Context: an optimization exercise on an open-source flow, tuned for small area and a short achievable clock period. The choices shown serve that exercise and are no tape-out recipe. No run shown here included a check of the RTL's function; only the layout flow was run.

==> flow/design.v (outline; a module is shown in full before it is edited, if it fits) <==
// module top_module: 1200 lines
// module pid_fa: 4 lines
// module pid_ha: 4 lines
module top_module(
    input [11:0] angleIn,
    input [11:0] setPoint,
    input [7:0] kp,
    input [7:0] ki,
    input [7:0] kd,
    input clk,
    input rst,
    output signed [8:0] dutyCycleOut
    );
  // ...
==> flow/flow/run.sh <==
#!/bin/bash
# Standard layout, with timing repair aimed past the clock period (the SDC is
# unchanged) and ordinary buffers on the ports instead of delay cells.
set -euo pipefail
MARGIN=$(cat flow/margin.txt)
bash standard.sh SETUP_SLACK_MARGIN=$MARGIN \
  BUFFER_PORTS_ARGS="-buffer_cell sky130_fd_sc_hd__buf_2" MATCH_CELL_FOOTPRINT=0 finish > standard_make.log 2>&1
==> flow/flow/margin.txt <==
11.5
==> flow/standard.sh <==
#!/bin/bash
# synth_recipe.tcl (not shown) runs the flow's synth.tcl, then flattens the netlist and writes it again
# the make line also repeats each setting of config.mk as NAME=value (left out here)
make -C /OpenROAD-flow-scripts/flow DESIGN_CONFIG=/design/flow/config.mk WORK_HOME=/design/flow/orfs CLKGATE_MAP_FILE= SYNTH_SCRIPT=/design/flow/synth_recipe.tcl "${@:-finish}"
==> flow/config.mk <==
export PLATFORM = sky130hd
export DESIGN_NAME = top_module
export DESIGN_NICKNAME = top_module
export VERILOG_FILES = /design/flow/design.v
export SDC_FILE = /design/flow/constraint.sdc
export NUM_CORES = 4
export LEC_CHECK = 0
export CAP_MARGIN = 20
export CORE_MARGIN = 2
export CORE_UTILIZATION = 40
export SLEW_MARGIN = 20
export SYNTH_HIERARCHICAL = 1
==> flow/constraint.sdc <==
create_clock -name core_clock -period 16.0 [get_ports {clk}]
set_input_delay 3.2000 -clock core_clock [delete_from_list [all_inputs] [get_ports {clk}]]
set_output_delay 3.2000 -clock core_clock [all_outputs]
set_load 0.01 [all_outputs]
==> flow_summary.yaml, run 1 <==
logic_synthesis:
  synthXorXnorAreaFrac: 0.0218
  synth.net_count: 1719
  synthesis_warnings: 7
  main_combinational_cell_family_by_area_after_synthesis: "adder cells"
  post_synth_most_frequent_cells: "318 x nand2_1, 306 x fa_1, 97 x inv_1"
  number_of_storage_elements_in_the_synthesis_netlist: 84
grt:
  grt_pass1_wl_um: 53800
  met1_global_route_usage: 0.283
  number_of_global_route_vias_before_repair: 9944
layout:
  nonClockBufferCount: 116
  ratio_of_cells_with_drive_above_1_in_the_final_layout: 0.189
  reg_top3: "in_r (21), e_r (13), pen_r (13)"
  largest_register_ff_count: 21
  clk_buffers: 9
  fraction_of_standard_cell_area_in_multi_input_logic: 0.739
  diodes: 0
sta:
  setup-tns-final_ns: 0
  post-route-min-period_ns: 4.76
  timing.fmax_mhz: 210
worst_setup_path:
  critPathLaunchType: "flop"
  critical_path.cell_chain: "buf_6 -> nand2_1 -> fa_1 -> fa_1 -> fa_1 -> fa_1 -> fa_2 -> fa_1 -> ha_1 -> fa_1 -> a2111oi_4 -> nand2_1 -> o21ai_2"
  crit_family: "adder cells"
  timing.critical_path.required_ns: 16.31
die:
  tapCellCount: 402
  die_area_sq_um: 33500
  rows: 65
  floorplan.io_pins: 59
  initial_core_util: 0.407
route:
  drt_pass1_iterations: 7
  met3_wire_length_um: 1760
  met2_wirelength_um: 16600
  detailroute.via_count: 9379
  dr.first_iter.drc_count: 766
status:
  outcome: "no timing/DRC/antenna violations"
==> run 2, diff against run 1 <==
--- a/flow/design.v
+++ b/flow/design.v
@@ -13,17 +13,16 @@
     reg [12:0] pen_r;            
     reg [8:0] kpd_r;             
     reg [7:0] kd_r, ki_r;
     reg rst_r;                   
     reg [20:0] in_r;             
     reg [8:0] ylo_r;             
     reg inr_r;                   
     reg pos_r;                   
-    wire signed [12:0] e = $signed({1'b0, setPoint}) - $signed({1'b0, angleIn});
     wire signed [20:0] integ = ~in_r;
     wire w1;
     wire w2;
     wire w3;
     wire w4;
     wire w5;
     wire w6;
     wire w7;
@@ -735,16 +734,122 @@
     wire w713;
     wire w714;
     wire w715;
     wire w716;
     wire w717;
     wire w718;
     wire w719;
     wire w720;
+    wire w721;
+    wire w722;
+    wire w723;
+    wire w724;
+    wire w725;
+    wire w726;
+    wire w727;
+    wire w728;
+    wire w729;
+    wire w730;
+    wire w731;
+    wire w732;
+    wire w733;
+    wire w734;
+    wire w735;
+    wire w736;
+    wire w737;
+    wire w738;
+    wire w739;
+    wire w740;
+    wire w741;
+    wire w742;
+    wire w743;
+    wire w744;
+    wire w745;
+    wire w746;
+    wire w747;
+    wire w748;
+    wire w749;
+    wire w750;
+    wire w751;
+    wire w752;
+    wire w753;
+    wire w754;
+    wire w755;
+    wire w756;
+    wire w757;
+    wire w758;
+    wire w759;
+    wire w760;
+    wire w761;
+    wire w762;
+    wire w763;
+    wire w764;
+    wire w765;
+    wire w766;
+    wire w767;
+    wire w768;
+    wire w769;
+    wire w770;
+    wire w771;
+    wire w772;
+    wire w773;
+    wire w774;
+    wire w775;
+    wire w776;
+    wire w777;
+    wire w778;
+    wire w779;
+    wire w780;
+    wire w781;
+    wire w782;
+    wire w783;
+    wire w784;
+    wire w785;
+    wire w786;
+    wire w787;
+    wire w788;
+    wire w789;
+    wire w790;
+    wire w791;
+    wire w792;
+    wire w793;
+    wire w794;
+    wire w795;
+    wire w796;
+    wire w797;
+    wire w798;
+    wire w799;
+    wire w800;
+    wire w801;
+    wire w802;
+    wire w803;
+    wire w804;
+    wire w805;
+    wire w806;
+    wire w807;
+    wire w808;
+    wire w809;
+    wire w810;
+    wire w811;
+    wire w812;
+    wire w813;
+    wire w814;
+    wire w815;
+    wire w816;
+    wire w817;
+    wire w818;
+    wire w819;
+    wire w820;
+    wire w821;
+    wire w822;
+    wire w823;
+    wire w824;
+    wire w825;
+    wire w826;
     wire [22:0] sca = {1'b0, w392, w433, w431, w428, w426, w424, w422, w420, w418, w416, w414, w412, w410, w408, w406, w404, w402, w400, w398, w396, w394, w351};
     wire [22:0] scb = {1'b1, w434, w432, w430, w429, w427, w425, w423, w421, w419, w417, w415, w413, w411, w409, w407, w405, w403, w401, w399, w397, w395, w393};
     assign w1 = ~(in_r[5] ^ ~kd_r[5]);
     assign w2 = in_r[5] | ~kd_r[5];
     pid_fa u_fa1 (.a(in_r[6]), .b(~kd_r[6]), .ci(~(e_r[6] & kpd_r[0])), .s(w3), .co(w4));
     pid_fa u_fa2 (.a(~(e_r[5] & kpd_r[1])), .b(~(e_r[4] & kpd_r[2])), .ci(~(e_r[3] & kpd_r[3])), .s(w5), .co(w6));
     pid_fa u_fa3 (.a(in_r[7]), .b(~kd_r[7]), .ci(~(e_r[7] & kpd_r[0])), .s(w7), .co(w8));
     pid_fa u_fa4 (.a(~(e_r[6] & kpd_r[1])), .b(~(e_r[5] & kpd_r[2])), .ci(~(e_r[4] & kpd_r[3])), .s(w9), .co(w10));
@@ -1063,129 +1168,237 @@
     pid_fa u_fa283 (.a(w527), .b(w566), .ci(w567), .s(w603), .co(w604));
     pid_fa u_fa284 (.a(w531), .b(w568), .ci(w569), .s(w605), .co(w606));
     pid_fa u_fa285 (.a(w535), .b(w570), .ci(w571), .s(w607), .co(w608));
     pid_fa u_fa286 (.a(w536), .b(w573), .ci(w572), .s(w609), .co(w610));
     pid_fa u_fa287 (.a(w540), .b(w574), .ci(w575), .s(w611), .co(w612));
     pid_fa u_fa288 (.a(w544), .b(w577), .ci(w576), .s(w613), .co(w614));
     pid_fa u_fa289 (.a(w546), .b(w579), .ci(w578), .s(w615), .co(w616));
     pid_fa u_fa290 (.a(in_r[19]), .b((e_r[12] & ki_r[7])), .ci(w580), .s(w617), .co(w618));
-    assign w620 = sca[0] ^ scb[0];
-    assign w619 = sca[0] | scb[0];       
-    assign w622 = sca[1] ^ scb[1];
-    assign w621 = sca[1] & scb[1];
-    assign w624 = sca[2] ^ scb[2];
-    assign w623 = sca[2] & scb[2];
-    assign w626 = sca[3] ^ scb[3];
-    assign w625 = sca[3] & scb[3];
-    assign w628 = sca[4] ^ scb[4];
-    assign w627 = sca[4] & scb[4];
-    assign w630 = sca[5] ^ scb[5];
-    assign w629 = sca[5] & scb[5];
-    assign w632 = sca[6] ^ scb[6];
-    assign w631 = sca[6] & scb[6];
-    assign w634 = sca[7] ^ scb[7];
-    assign w633 = sca[7] & scb[7];
-    assign w636 = sca[8] ^ scb[8];
-    assign w635 = sca[8] & scb[8];
-    assign w638 = sca[9] ^ scb[9];
-    assign w637 = sca[9] & scb[9];
-    assign w640 = sca[10] ^ scb[10];
-    assign w639 = sca[10] & scb[10];
-    assign w642 = sca[11] ^ scb[11];
-    assign w641 = sca[11] & scb[11];
-    assign w644 = sca[12] ^ scb[12];
-    assign w643 = sca[12] & scb[12];
-    assign w646 = sca[13] ^ scb[13];
-    assign w645 = sca[13] & scb[13];
-    assign w648 = sca[14] ^ scb[14];
-    assign w647 = sca[14] & scb[14];
-    assign w650 = sca[15] ^ scb[15];
-    assign w649 = sca[15] & scb[15];
-    assign w652 = sca[16] ^ scb[16];
-    assign w651 = sca[16] & scb[16];
-    assign w654 = sca[17] ^ scb[17];
-    assign w653 = sca[17] & scb[17];
-    assign w656 = sca[18] ^ scb[18];
-    assign w655 = sca[18] & scb[18];
-    assign w658 = sca[19] ^ scb[19];
-    assign w657 = sca[19] & scb[19];
-    assign w660 = sca[20] ^ scb[20];
-    assign w659 = sca[20] & scb[20];
-    assign w662 = sca[21] ^ scb[21];
-    assign w661 = sca[21] & scb[21];
-    assign w664 = sca[22] ^ scb[22];
-    assign w663 = sca[22] & scb[22];
-    assign w665 = w620 ^ 1'b1;
-    assign w666 = w622 ^ w619;
-    assign w668 = w621 | (w622 & w619);
-    assign w667 = w624 ^ w668;
-    assign w670 = w623 | (w624 & w668);
-    assign w669 = w626 ^ w670;
-    assign w672 = w625 | (w626 & w623);
-    assign w673 = w626 & w624;
-    assign w674 = w672 | (w673 & w668);
-    assign w671 = w628 ^ w674;
-    assign w676 = w627 | (w628 & w674);
-    assign w675 = w630 ^ w676;
-    assign w678 = w629 | (w630 & w627);
-    assign w679 = w630 & w628;
-    assign w680 = w678 | (w679 & w674);
-    assign w677 = w632 ^ w680;
-    assign w682 = w631 | (w632 & w678);
-    assign w683 = w632 & w679;
-    assign w684 = w682 | (w683 & w674);
-    assign w681 = w634 ^ w684;
-    assign w686 = w633 | (w634 & w631);
-    assign w687 = w634 & w632;
-    assign w688 = w686 | (w687 & w678);
-    assign w689 = w687 & w679;
-    assign w690 = w688 | (w689 & w674);
-    assign w685 = w636 ^ w690;
-    assign w692 = w637 | (w638 & w635);
-    assign w693 = w638 & w636;
-    assign w694 = w641 | (w642 & w639);
-    assign w695 = w642 & w640;
-    assign w696 = w694 | (w695 & w692);
-    assign w697 = w695 & w693;
-    assign w698 = w645 | (w646 & w643);
-    assign w699 = w646 & w644;
-    assign w700 = w649 | (w650 & w647);
-    assign w701 = w650 & w648;
-    assign w702 = w700 | (w701 & w698);
-    assign w703 = w701 & w699;
-    assign w704 = w702 | (w703 & w696);
-    assign w705 = w703 & w697;
-    assign w706 = w704 | (w705 & w690);
-    assign w707 = w653 | (w654 & w651);
-    assign w708 = w654 & w652;
-    assign w709 = w657 | (w658 & w655);
-    assign w710 = w658 & w656;
-    assign w711 = w709 | (w710 & w707);
-    assign w712 = w710 & w708;
-    assign w713 = w661 | (w662 & w659);
-    assign w714 = w662 & w660;
-    assign w715 = w713 | (w714 & w711);
-    assign w716 = w714 & w712;
-    assign w717 = w715 | (w716 & w706);
-    assign w691 = w664 ^ w717;
-    assign w718 = w635 | (w636 & w690);
-    assign w719 = (w638 ^ w718) & (w640 ^ w637) & (w642 ^ w639) & (w644 ^ w641) & (w646 ^ w643) & (w648 ^ w645) & (w650 ^ w647) & (w652 ^ w649) & (w654 ^ w651) & (w656 ^ w653) & (w658 ^ w655) & (w660 ^ w657) & (w662 ^ w659) & (w664 ^ w661);
-    assign w720 = ~w620 & (w622 ^ w619) & (w624 ^ w621) & (w626 ^ w623) & (w628 ^ w625) & (w630 ^ w627) & (w632 ^ w629) & (w634 ^ w631) & (w636 ^ w633);
-    wire in_range = w719;                       
-    wire s_pos = w691;                          
-    wire [8:0] y_lo = {w685, ~w681, ~w677, ~w675, ~w671, ~w669, ~w667, ~w666, ~w665 | w720};
+    assign w620 = setPoint[0] ^ ~angleIn[0];
+    assign w619 = setPoint[0] | ~angleIn[0];
+    assign w622 = setPoint[1] ^ ~angleIn[1];
+    assign w621 = setPoint[1] & ~angleIn[1];
+    assign w624 = setPoint[2] ^ ~angleIn[2];
+    assign w623 = setPoint[2] & ~angleIn[2];
+    assign w626 = setPoint[3] ^ ~angleIn[3];
+    assign w625 = setPoint[3] & ~angleIn[3];
+    assign w628 = setPoint[4] ^ ~angleIn[4];
+    assign w627 = setPoint[4] & ~angleIn[4];
+    assign w630 = setPoint[5] ^ ~angleIn[5];
+    assign w629 = setPoint[5] & ~angleIn[5];
+    assign w632 = setPoint[6] ^ ~angleIn[6];
+    assign w631 = setPoint[6] & ~angleIn[6];
+    assign w634 = setPoint[7] ^ ~angleIn[7];
+    assign w633 = setPoint[7] & ~angleIn[7];
+    assign w636 = setPoint[8] ^ ~angleIn[8];
+    assign w635 = setPoint[8] & ~angleIn[8];
+    assign w638 = setPoint[9] ^ ~angleIn[9];
+    assign w637 = setPoint[9] & ~angleIn[9];
+    assign w640 = setPoint[10] ^ ~angleIn[10];
+    assign w639 = setPoint[10] & ~angleIn[10];
+    assign w642 = setPoint[11] ^ ~angleIn[11];
+    assign w641 = setPoint[11] & ~angleIn[11];
+    assign w643 = w620 ^ 1'b1;
+    assign w644 = w622 ^ w619;
+    assign w645 = w621 | (w622 & w619);
+    assign w646 = w624 ^ w645;
+    assign w647 = w623 | (w624 & w645);
+    assign w648 = w626 ^ w647;
+    assign w649 = w625 | (w626 & w623);
+    assign w650 = w626 & w624;
+    assign w651 = w649 | (w650 & w645);
+    assign w652 = w628 ^ w651;
+    assign w653 = w627 | (w628 & w651);
+    assign w654 = w630 ^ w653;
+    assign w655 = w629 | (w630 & w627);
+    assign w656 = w630 & w628;
+    assign w657 = w655 | (w656 & w651);
+    assign w658 = w632 ^ w657;
+    assign w659 = w631 | (w632 & w655);
+    assign w660 = w632 & w656;
+    assign w661 = w659 | (w660 & w651);
+    assign w662 = w634 ^ w661;
+    assign w663 = w633 | (w634 & w631);
+    assign w664 = w634 & w632;
+    assign w665 = w663 | (w664 & w655);
+    assign w666 = w664 & w656;
+    assign w667 = w665 | (w666 & w651);
+    assign w668 = w636 ^ w667;
+    assign w669 = w635 | (w636 & w667);
+    assign w670 = w638 ^ w669;
+    assign w671 = w637 | (w638 & w635);
+    assign w672 = w638 & w636;
+    assign w673 = w671 | (w672 & w667);
+    assign w674 = w640 ^ w673;
+    assign w675 = w639 | (w640 & w671);
+    assign w676 = w640 & w672;
+    assign w677 = w675 | (w676 & w667);
+    assign w678 = w642 ^ w677;
+    assign w679 = w641 | (w642 & w639);
+    assign w680 = w642 & w640;
+    assign w681 = w679 | (w680 & w671);
+    assign w682 = w680 & w672;
+    assign w683 = w681 | (w682 & w667);
+    assign w685 = kp[0] ^ kd[0];
+    assign w684 = kp[0] & kd[0];
+    assign w687 = kp[1] ^ kd[1];
+    assign w686 = kp[1] & kd[1];
+    assign w689 = kp[2] ^ kd[2];
+    assign w688 = kp[2] & kd[2];
+    assign w691 = kp[3] ^ kd[3];
+    assign w690 = kp[3] & kd[3];
+    assign w693 = kp[4] ^ kd[4];
+    assign w692 = kp[4] & kd[4];
+    assign w695 = kp[5] ^ kd[5];
+    assign w694 = kp[5] & kd[5];
+    assign w697 = kp[6] ^ kd[6];
+    assign w696 = kp[6] & kd[6];
+    assign w699 = kp[7] ^ kd[7];
+    assign w698 = kp[7] & kd[7];
+    assign w700 = w685 ^ 1'b0;
+    assign w701 = w687 ^ w684;
+    assign w702 = w686 | (w687 & w684);
+    assign w703 = w689 ^ w702;
+    assign w704 = w688 | (w689 & w702);
+    assign w705 = w691 ^ w704;
+    assign w706 = w690 | (w691 & w688);
+    assign w707 = w691 & w689;
+    assign w708 = w706 | (w707 & w702);
+    assign w709 = w693 ^ w708;
+    assign w710 = w692 | (w693 & w708);
+    assign w711 = w695 ^ w710;
+    assign w712 = w694 | (w695 & w692);
+    assign w713 = w695 & w693;
+    assign w714 = w712 | (w713 & w708);
+    assign w715 = w697 ^ w714;
+    assign w716 = w696 | (w697 & w712);
+    assign w717 = w697 & w713;
+    assign w718 = w716 | (w717 & w708);
+    assign w719 = w699 ^ w718;
+    assign w720 = w698 | (w699 & w696);
+    assign w721 = w699 & w697;
+    assign w722 = w720 | (w721 & w712);
+    assign w723 = w721 & w713;
+    assign w724 = w722 | (w723 & w708);
+    assign w726 = sca[0] ^ scb[0];
+    assign w725 = sca[0] | scb[0];       
+    assign w728 = sca[1] ^ scb[1];
+    assign w727 = sca[1] & scb[1];
+    assign w730 = sca[2] ^ scb[2];
+    assign w729 = sca[2] & scb[2];
+    assign w732 = sca[3] ^ scb[3];
+    assign w731 = sca[3] & scb[3];
+    assign w734 = sca[4] ^ scb[4];
+    assign w733 = sca[4] & scb[4];
+    assign w736 = sca[5] ^ scb[5];
+    assign w735 = sca[5] & scb[5];
+    assign w738 = sca[6] ^ scb[6];
+    assign w737 = sca[6] & scb[6];
+    assign w740 = sca[7] ^ scb[7];
+    assign w739 = sca[7] & scb[7];
+    assign w742 = sca[8] ^ scb[8];
+    assign w741 = sca[8] & scb[8];
+    assign w744 = sca[9] ^ scb[9];
+    assign w743 = sca[9] & scb[9];
+    assign w746 = sca[10] ^ scb[10];
+    assign w745 = sca[10] & scb[10];
+    assign w748 = sca[11] ^ scb[11];
+    assign w747 = sca[11] & scb[11];
+    assign w750 = sca[12] ^ scb[12];
+    assign w749 = sca[12] & scb[12];
+    assign w752 = sca[13] ^ scb[13];
+    assign w751 = sca[13] & scb[13];
+    assign w754 = sca[14] ^ scb[14];
+    assign w753 = sca[14] & scb[14];
+    assign w756 = sca[15] ^ scb[15];
+    assign w755 = sca[15] & scb[15];
+    assign w758 = sca[16] ^ scb[16];
+    assign w757 = sca[16] & scb[16];
+    assign w760 = sca[17] ^ scb[17];
+    assign w759 = sca[17] & scb[17];
+    assign w762 = sca[18] ^ scb[18];
+    assign w761 = sca[18] & scb[18];
+    assign w764 = sca[19] ^ scb[19];
+    assign w763 = sca[19] & scb[19];
+    assign w766 = sca[20] ^ scb[20];
+    assign w765 = sca[20] & scb[20];
+    assign w768 = sca[21] ^ scb[21];
+    assign w767 = sca[21] & scb[21];
+    assign w770 = sca[22] ^ scb[22];
+    assign w769 = sca[22] & scb[22];
+    assign w771 = w726 ^ 1'b1;
+    assign w772 = w728 ^ w725;
+    assign w774 = w727 | (w728 & w725);
+    assign w773 = w730 ^ w774;
+    assign w776 = w729 | (w730 & w774);
+    assign w775 = w732 ^ w776;
+    assign w778 = w731 | (w732 & w729);
+    assign w779 = w732 & w730;
+    assign w780 = w778 | (w779 & w774);
+    assign w777 = w734 ^ w780;
+    assign w782 = w733 | (w734 & w780);
+    assign w781 = w736 ^ w782;
+    assign w784 = w735 | (w736 & w733);
+    assign w785 = w736 & w734;
+    assign w786 = w784 | (w785 & w780);
+    assign w783 = w738 ^ w786;
+    assign w788 = w737 | (w738 & w784);
+    assign w789 = w738 & w785;
+    assign w790 = w788 | (w789 & w780);
+    assign w787 = w740 ^ w790;
+    assign w792 = w739 | (w740 & w737);
+    assign w793 = w740 & w738;
+    assign w794 = w792 | (w793 & w784);
+    assign w795 = w793 & w785;
+    assign w796 = w794 | (w795 & w780);
+    assign w791 = w742 ^ w796;
+    assign w798 = w743 | (w744 & w741);
+    assign w799 = w744 & w742;
+    assign w800 = w747 | (w748 & w745);
+    assign w801 = w748 & w746;
+    assign w802 = w800 | (w801 & w798);
+    assign w803 = w801 & w799;
+    assign w804 = w751 | (w752 & w749);
+    assign w805 = w752 & w750;
+    assign w806 = w755 | (w756 & w753);
+    assign w807 = w756 & w754;
+    assign w808 = w806 | (w807 & w804);
+    assign w809 = w807 & w805;
+    assign w810 = w808 | (w809 & w802);
+    assign w811 = w809 & w803;
+    assign w812 = w810 | (w811 & w796);
+    assign w813 = w759 | (w760 & w757);
+    assign w814 = w760 & w758;
+    assign w815 = w763 | (w764 & w761);
+    assign w816 = w764 & w762;
+    assign w817 = w815 | (w816 & w813);
+    assign w818 = w816 & w814;
+    assign w819 = w767 | (w768 & w765);
+    assign w820 = w768 & w766;
+    assign w821 = w819 | (w820 & w817);
+    assign w822 = w820 & w818;
+    assign w823 = w821 | (w822 & w812);
+    assign w797 = w770 ^ w823;
+    assign w824 = w741 | (w742 & w796);
+    assign w825 = (w744 ^ w824) & (w746 ^ w743) & (w748 ^ w745) & (w750 ^ w747) & (w752 ^ w749) & (w754 ^ w751) & (w756 ^ w753) & (w758 ^ w755) & (w760 ^ w757) & (w762 ^ w759) & (w764 ^ w761) & (w766 ^ w763) & (w768 ^ w765) & (w770 ^ w767);
+    assign w826 = ~w726 & (w728 ^ w725) & (w730 ^ w727) & (w732 ^ w729) & (w734 ^ w731) & (w736 ^ w733) & (w738 ^ w735) & (w740 ^ w737) & (w742 ^ w739);
+    wire in_range = w825;                       
+    wire s_pos = w797;                          
+    wire [8:0] y_lo = {w791, ~w787, ~w783, ~w781, ~w777, ~w775, ~w773, ~w772, ~w771 | w826};
+    wire [12:0] e = {~w683, w678, w674, w670, w668, w662, w658, w654, w652, w648, w646, w644, w643};           
+    wire [8:0] kpd = {w724, w719, w715, w711, w709, w705, w703, w701, w700};        
     wire [20:0] ica = {~in_r[20], w617, w615, w612, w611, w609, w606, w604, w602, w600, w598, w596, w594, w592, w590, w588, w586, w584, w582, ~(e_r[0] & ki_r[1]), in_r[0]};
     wire [20:0] icb = {w618, w616, w614, w613, w610, w608, w607, w605, w603, w601, w599, w597, w595, w593, w591, w589, w587, w585, w583, w581, ~(e_r[0] & ki_r[0])};
     wire [20:0] isum_n = ica + icb + 21'd1;    
     always @(posedge clk) begin
         rst_r <= rst;
-        e_r <= rst ? 13'sd0 : e;
-        pen_r <= ~e_r;
-        kpd_r <= kp + kd;
+        e_r <= e;
+        pen_r <= rst_r ? 13'h1fff : ~e_r;    
+        kpd_r <= kpd;
         kd_r <= kd;
         ki_r <= ki;
         if (rst_r) in_r <= ~21'd0;
         else if (integ > 255) in_r <= ~21'd255;
         else if (integ < -255) in_r <= ~(-21'sd255);
         else in_r <= isum_n;
         if (rst | rst_r) begin
             ylo_r <= 9'd0;
==> flow_summary.yaml, run 2 <==
clock_network:
  clk_latency_ns: 0.37
  clock_sink_count: 84
  clk_pin_slew_worst_paths_ns: 0.08
  cts_buffer_depth: 2
  cts-root-buf: "clkbuf_16"
  cts-buffers-inserted: 9
  cts.htree.levels: 3
  clock_tree_from_tritoncts: "done"
worst_setup_path:
  reg2reg_setup_slack_ns: 11.11
  cpMaxStageDelayCell: "fa_2"
  cp_num_buf_inv: 2
  r2r-end: "pos_r"
  crit-reg2reg-launch: "e_r[8]"
  critical_path.most_common_cell: "fa_2"
  critPathLaunchType: "flop"
  timing.critical_path.required_ns: 16.27
  worst_setup_path_end_kind: "flop"
  worst_path_fanout_max: 5
  timing_worst_setup_path_type: "flop to flop"
  reg2regPathDepth: 16
  worstPathArrival_ns: 5.16
  critical_path.cell_chain: "buf_4 -> buf_4 -> nand2_2 -> fa_2 -> fa_2 -> fa_2 -> fa_2 -> fa_2 -> fa_2 -> ha_2 -> fa_1 -> a31oi_1 -> nor4_1 -> nor3_1 -> o21ai_2 -> o41ai_2"
  crit_family: "adder cells"
  critical_path.max_stage_delay_ns: 0.55
sta:
  setup_slack_ns: 11.11
  setup-tns-final_ns: 0
  timing.fmax_mhz: 205
  final_min_period_over_clock_period: 0.306
  post-route-min-period_ns: 4.89
  report.final.slew_viol_count: 0
  worst_max_slew_pin_slew_ns: 0.967
  final_hold_viol_count: 0
  setup-violations-final: 0
  timing.slew.headroom: 0.352
  grt_setup_unrepaired: "true"
  finalClockSkew_ns: 0.0148
status:
  outcome: "no timing/DRC/antenna violations"
logic_synthesis:
  synth_edf_count: 0
  synth.net_count: 1675
  synth_top_cells_by_area: "fa_1 50%, dfxtp_1 13%, nand2_1 9.7%"
  area_fraction_of_the_dominant_cell_type_after_synthesis: 0.495
  synth_cells: 1236
  number_of_storage_elements_in_the_synthesis_netlist: 84
  async_sr_flop_fraction: 0
  synth_cell_type_count: 54
  dominantRegCellSynth: "dfxtp_1"
  synth-seq-area-share: 0.134
  post_synth_most_frequent_cells: "325 x nand2_1, 311 x fa_1, 86 x inv_1"
  synthesis_warnings: 7
  synthDominantAreaCellType: "fa_1"
  post-synth-top-count-cell: "nand2_1"
  synth_area_per_cell_sq_um: 10.2
  syn_std_cell_area_sq_um: 12600
layout:
  final_cell_mix: "321 x nand2_1, 274 x fa_1, 79 x inv_1"
  diodes: 0
  largest_register_ff_count: 21
  fillCellCount: 2846
  reg_top3: "in_r (21), e_r (13), pen_r (13)"
  ratio_of_cells_with_drive_above_1_in_the_final_layout: 0.220
  synthToLayoutAreaGrowth_pct: 16.5
  area_occupied_by_multi_input_gates_sq_um: 10600
  finalCoreUtilization: 0.476
  layout_commonest_cell: "nand2_1"
  seqCellArea_sq_um: 1810
  max_flop_register: "in_r"
  finish.net_count: 1761
grt:
  track_usage: 0.212
  number_of_global_route_vias_before_repair: 10057
  grt_pass1_wl_um: 53400
  grt_max_degree: 27
  grt_overflow_total: 0
  grt_antenna_before_repair: 0
min_path:
  endpoint_of_the_worst_hold_timing_path: "pen_r[10]"
  min_from: "e_r[10]"
  min-delay-path-class: "flop to flop"
  hold_depth: 1
die:
  die_w_um: 181
  design.core.area_sq_um: 30700
  die_height_um: 181
  die_area_sq_um: 32800
  initial_core_util: 0.409
  rows: 64
  floorplan.io_pins: 59
route:
  avgRoutedWirePerCell_um: 19.2
  drt_pass1_iterations: 5
  detailroute.via_count: 9104
  final_routed_drc_violation_total: 0
  dr.first_iter.drc_count: 639
  antenna_left: 0
  detail_route.wirelength_um: 33100
  avgViaCountPerCell: 5.28
placed_design:
  pre_cts_ws_ns: 10.50
  dp_hpwl_um: 25200
  gp_congestion: 0.872
  io_buffer_count: 58
flow_run:
  timing.max_cap.violations: 0
-- run 2: worst reg2reg max path: stages, from the launching register on --
cell	delay, ns
dfxtp_4	0.37
buf_4	0.14
buf_4	0.12
nand2_2	0.06
fa_2	0.46
fa_2	0.55
fa_2	0.44
fa_2	0.39
fa_2	0.48
fa_2	0.39
ha_2	0.19
fa_1	0.35
a31oi_1	0.16
nor4_1	0.07
nor3_1	0.22
o21ai_2	0.12
o41ai_2	0.29
-- run 2: logic make-up (layout without fill, tap and decap cells) --
kind of cell,count (synthesis),count (layout),share of synthesized area
buf+inv,155,246,0.0472
simple gates,460,460,0.162
mux,1,1,0.000797
flops,84,84,0.134
fa+ha+maj,389,389,0.573
compound gates,110,110,0.0574
xor+xnor,37,37,0.0258
-- run 2: area by class of cell --
type | count | share of cell area
Multi-Input combinational cell | 997 | 0.727
Sequential cell | 84 | 0.124
Timing Repair Buffer | 144 | 0.0726
Tap cell | 396 | 0.0338
Inverter | 86 | 0.0226
Clock buffer | 9 | 0.0154
Clock inverter | 7 | 0.00479
-- run 2: worst max path at each step --
stage	startpoint	to	slack, ns	cells past startpoint
after floorplan	e_r[9]	pos_r	11.27	16
after global placement	e_r[8]	pos_r	10.56	14
after detailed placement	e_r[10]	pos_r	10.50	14
after CTS	e_r[8]	pos_r	11.11	15
after global routing	e_r[8]	pos_r	10.95	16
final	e_r[8]	pos_r	11.11	16
-- run 2: metal layers --
| layer | GRT usage | vias up | wire [um] |
|---|---|---|---|
| met1 | 0.269 | 4698 | 13800 |
| met3 | 0.0456 | 54 | 2020 |
| met5 | 0 | - | 0 |
| li1 | - | 4036 | - |
| met2 | 0.363 | 316 | 16400 |
| met4 | 0.0628 | 0 | 885 |
-- run 2: Yosys stat by module (local to each module, per instance) --
module      times used  cell area [sq um]
pid_fa             290               20.0
top_module           1               6740
pid_ha               2               12.5
-- run 2: per-stage QoR --
stage               std cells  hold WS, ns  area [sq um]
floorplan                1236        0.425         12700
global placement         1626        0.613         13200
detailed placement       1626        0.620         13200
CTS                      1710        0.511         14300
global route             1723        0.530         14600
finish                   1723        0.504         14600
-- run 2: what timing repair did --
action                                  4_1_cts  5_1_grt
gates resized for setup                     109       65
endpoints found under the setup margin       22       27
hold buffers                                  0        0
setup buffers                                68       13
pin swaps                                    16       38
==> run 3, diff against run 2 <==
--- a/flow/config.mk
+++ b/flow/config.mk
@@ -9,3 +9,3 @@
 export CORE_MARGIN = 2
-export CORE_UTILIZATION = 40
+export CORE_UTILIZATION = 60
 export SLEW_MARGIN = 20
==> flow_summary.yaml, run 3 <==
status:
  outcome: "no timing/DRC/antenna violations"
die:
  initial_core_util: 0.617
  die_height_um: 149
  floorplan.io_pins: 59
  rows: 52
  die_w_um: 149
  design.core.area_sq_um: 20400
  die_area_sq_um: 22100
route:
  final_routed_drc_violation_total: 0
  detailroute.via_count: 9256
  antenna_left: 0
  drt_pass1_iterations: 5
  avgViaCountPerCell: 5.84
  dr.first_iter.drc_count: 652
  avgRoutedWirePerCell_um: 20.5
  detail_route.wirelength_um: 32600
layout:
  final_cell_mix: "318 x nand2_1, 279 x fa_1, 77 x inv_1"
  ratio_of_cells_with_drive_above_1_in_the_final_layout: 0.209
  synthToLayoutAreaGrowth_pct: 14.4
  finish.net_count: 1749
  layout_commonest_cell: "nand2_1"
  largest_register_ff_count: 21
  max_flop_register: "in_r"
  reg_top3: "in_r (21), e_r (13), pen_r (13)"
logic_synthesis:
  dominantRegCellSynth: "dfxtp_1"
  area_fraction_of_the_dominant_cell_type_after_synthesis: 0.495
  synth_edf_count: 0
  async_sr_flop_fraction: 0
  number_of_storage_elements_in_the_synthesis_netlist: 84
  synth_cells: 1236
  synth_top_cells_by_area: "fa_1 50%, dfxtp_1 13%, nand2_1 9.7%"
  syn_std_cell_area_sq_um: 12600
  post_synth_most_frequent_cells: "325 x nand2_1, 311 x fa_1, 86 x inv_1"
  synth-seq-area-share: 0.134
  synthesis_warnings: 7
  synth.net_count: 1675
  synth_cell_type_count: 54
  synth_area_per_cell_sq_um: 10.2
  synthDominantAreaCellType: "fa_1"
  post-synth-top-count-cell: "nand2_1"
clock_network:
  clk_latency_ns: 0.37
  cts-root-buf: "clkbuf_16"
  clock_sink_count: 84
  cts-buffers-inserted: 9
  clock_tree_from_tritoncts: "done"
  cts_buffer_depth: 2
  clk_pin_slew_worst_paths_ns: 0.08
  cts.htree.levels: 3
  post_cts_hold_buffer_count: 0
sta:
  timing.fmax_mhz: 209
  timing.slew.headroom: 0.371
  grt_setup_unrepaired: "true"
  final_min_period_over_clock_period: 0.299
  finalClockSkew_ns: 0.0156
  setup-violations-final: 0
  post-route-min-period_ns: 4.79
  final_hold_viol_count: 0
  worst_max_slew_pin_slew_ns: 0.941
  setup-tns-final_ns: 0
  holdWs_ns: 0.535
  report.final.slew_viol_count: 0
worst_setup_path:
  critPathLaunchType: "flop"
  cp-endpoint: "pos_r"
  critical_path.startpoint: "kpd_r[5]"
  worst_setup_path_end_kind: "flop"
  worstPathArrival_ns: 5.07
  crit-reg2reg-launch: "kpd_r[5]"
  r2r-end: "pos_r"
  timing.critical_path.required_ns: 16.28
  reg2regPathDepth: 14
  timing_worst_setup_path_type: "flop to flop"
  worst_path_fanout_max: 6
  reg2reg_setup_slack_ns: 11.21
min_path:
  min-delay-path-class: "flop to flop"
  hold_depth: 1
grt:
  track_usage: 0.316
  number_of_global_route_vias_before_repair: 10011
  grt_antenna_before_repair: 1
  grt_max_degree: 27
  grt_pass1_wl_um: 52300
  grt_overflow_total: 0
placed_design:
  io_buffer_count: 58
  dp_hpwl_um: 24600
  gp_congestion: 0.911
flow_run:
  timing.max_cap.violations: 0
-- run 3: changes by cell type in the layout (fill, tap and decap cells not counted), moves of 3 or more --
cell,change
buf_4,-13
nand2_1,-3
buf_6,+3
fa_2,-5
buf_8,+5
fa_1,+5
buf_12,-6
-- run 3: cells by family after synthesis --
kind of cell | count (synthesis) | share of synthesized area
and+or+nand+nor | 460 | 0.162
adders and majority gates | 389 | 0.573
buffers and inverters | 155 | 0.0472
AOI/OAI and AO/OA | 110 | 0.0574
DFF | 84 | 0.134
xor gates and xnor gates | 37 | 0.0258
muxes | 1 | 0.000797
-- run 3: timing repair --
action,CTS,global route
gates cloned,0,0
gates resized for setup,94,88
setup endpoints to repair,24,24
setup buffers,50,21
pin swaps,6,34
-- run 3: layout make-up --
class                      count  area [sq um]
clock inverter                 6          53.8
tap                          270           338
inverter                      86           330
sequential                    84          1820
timing repair buffer         132           950
multi-input combinational    997         10600
fill                        1575          5990
clock buffer                  10           239
antenna                        1          2.50
-- run 3: worst max-delay path, cell delays in order (launching register included) --
cell	delay (ns)
dfxtp_4	0.40
buf_6	0.14
nand2_1	0.10
fa_1	0.60
fa_1	0.45
fa_1	0.48
fa_1	0.41
fa_1	0.51
fa_1	0.46
fa_1	0.41
a31oi_1	0.16
nor4_1	0.06
nor3_1	0.14
o21ai_1	0.12
o41ai_2	0.27
-- run 3: worst min path at each step --
stage	slack (ns)	from	endpoint
final	0.54	e_r[0]	pen_r[0]
after global routing	0.55	e_r[0]	pen_r[0]
after CTS	0.53	e_r[0]	pen_r[0]
after floorplan	0.42	e_r[12]	pen_r[12]
after global placement	0.67	e_r[12]	pen_r[12]
after detailed placement	0.69	e_r[12]	pen_r[12]
-- run 3: Yosys stat by module (local to each module, per instance) --
module      copies in the design  cells
pid_fa                       290      1
top_module                     1    944
pid_ha                         2      1
-- run 3: metrics by stage --
step                std cells  utilization  area, sq um  setup slack, ns
floorplan                1236            -        12700            11.27
global placement         1498        0.640        13000            10.74
detailed placement       1498        0.640        13000            10.66
CTS                      1564        0.683        13900            11.18
global route             1585        0.706        14400            10.99
finish                   1586        0.706        14400            11.21
-- run 3: per-layer routing --
layer  track usage  up-vias  share of wire
li1              -     4010              -
met1         0.395     4748           0.38
met5             0        -              0
met4         0.136        0          0.047
met2         0.546      397           0.51
met3        0.0518      101          0.067

re-timing with driven ports:
The flow's constraints put no driver on any port. The routed layouts listed below were extracted and timed again, unchanged, in two steps. Step 1 (the two cells are an assumption about what drives the block):
set clk [get_ports {clk}]
set_driving_cell -lib_cell sky130_fd_sc_hd__clkbuf_16 $clk
set_driving_cell -lib_cell sky130_fd_sc_hd__buf_2 [delete_from_list [all_inputs] $clk]
Step 2 times the ports against the registers' clock, not the clock port: input delays grow and output delays shrink by t, the midpoint of the rising clock arrivals with the driver on. Slacks: ideal ports / drivers / drivers and shift; pairs: ideal ports / drivers.
| run | t (ns) | slack for setup (ns) | hold WS [ns] | clock arrival spread, ns | cell pins on the clock port's net |
|---|---|---|---|---|---|
| run 1 | 0.416 | 11.245 / 11.245 / 10.877 | 0.504 / 0.504 / 0.504 | 0.010 / 0.009 | 1 |
| run 2 | 0.409 | 11.111 / 11.111 / 11.075 | 0.504 / 0.504 / 0.504 | 0.015 / 0.015 | 1 |
| run 3 | 0.408 | 11.211 / 11.211 / 11.009 | 0.535 / 0.535 / 0.535 | 0.015 / 0.016 | 1 |
After both steps every run listed still meets setup and hold. For run 1, which loses most, drivers alone change the setup slack by 0.000 ns; drivers and shift together by -0.368 ns.
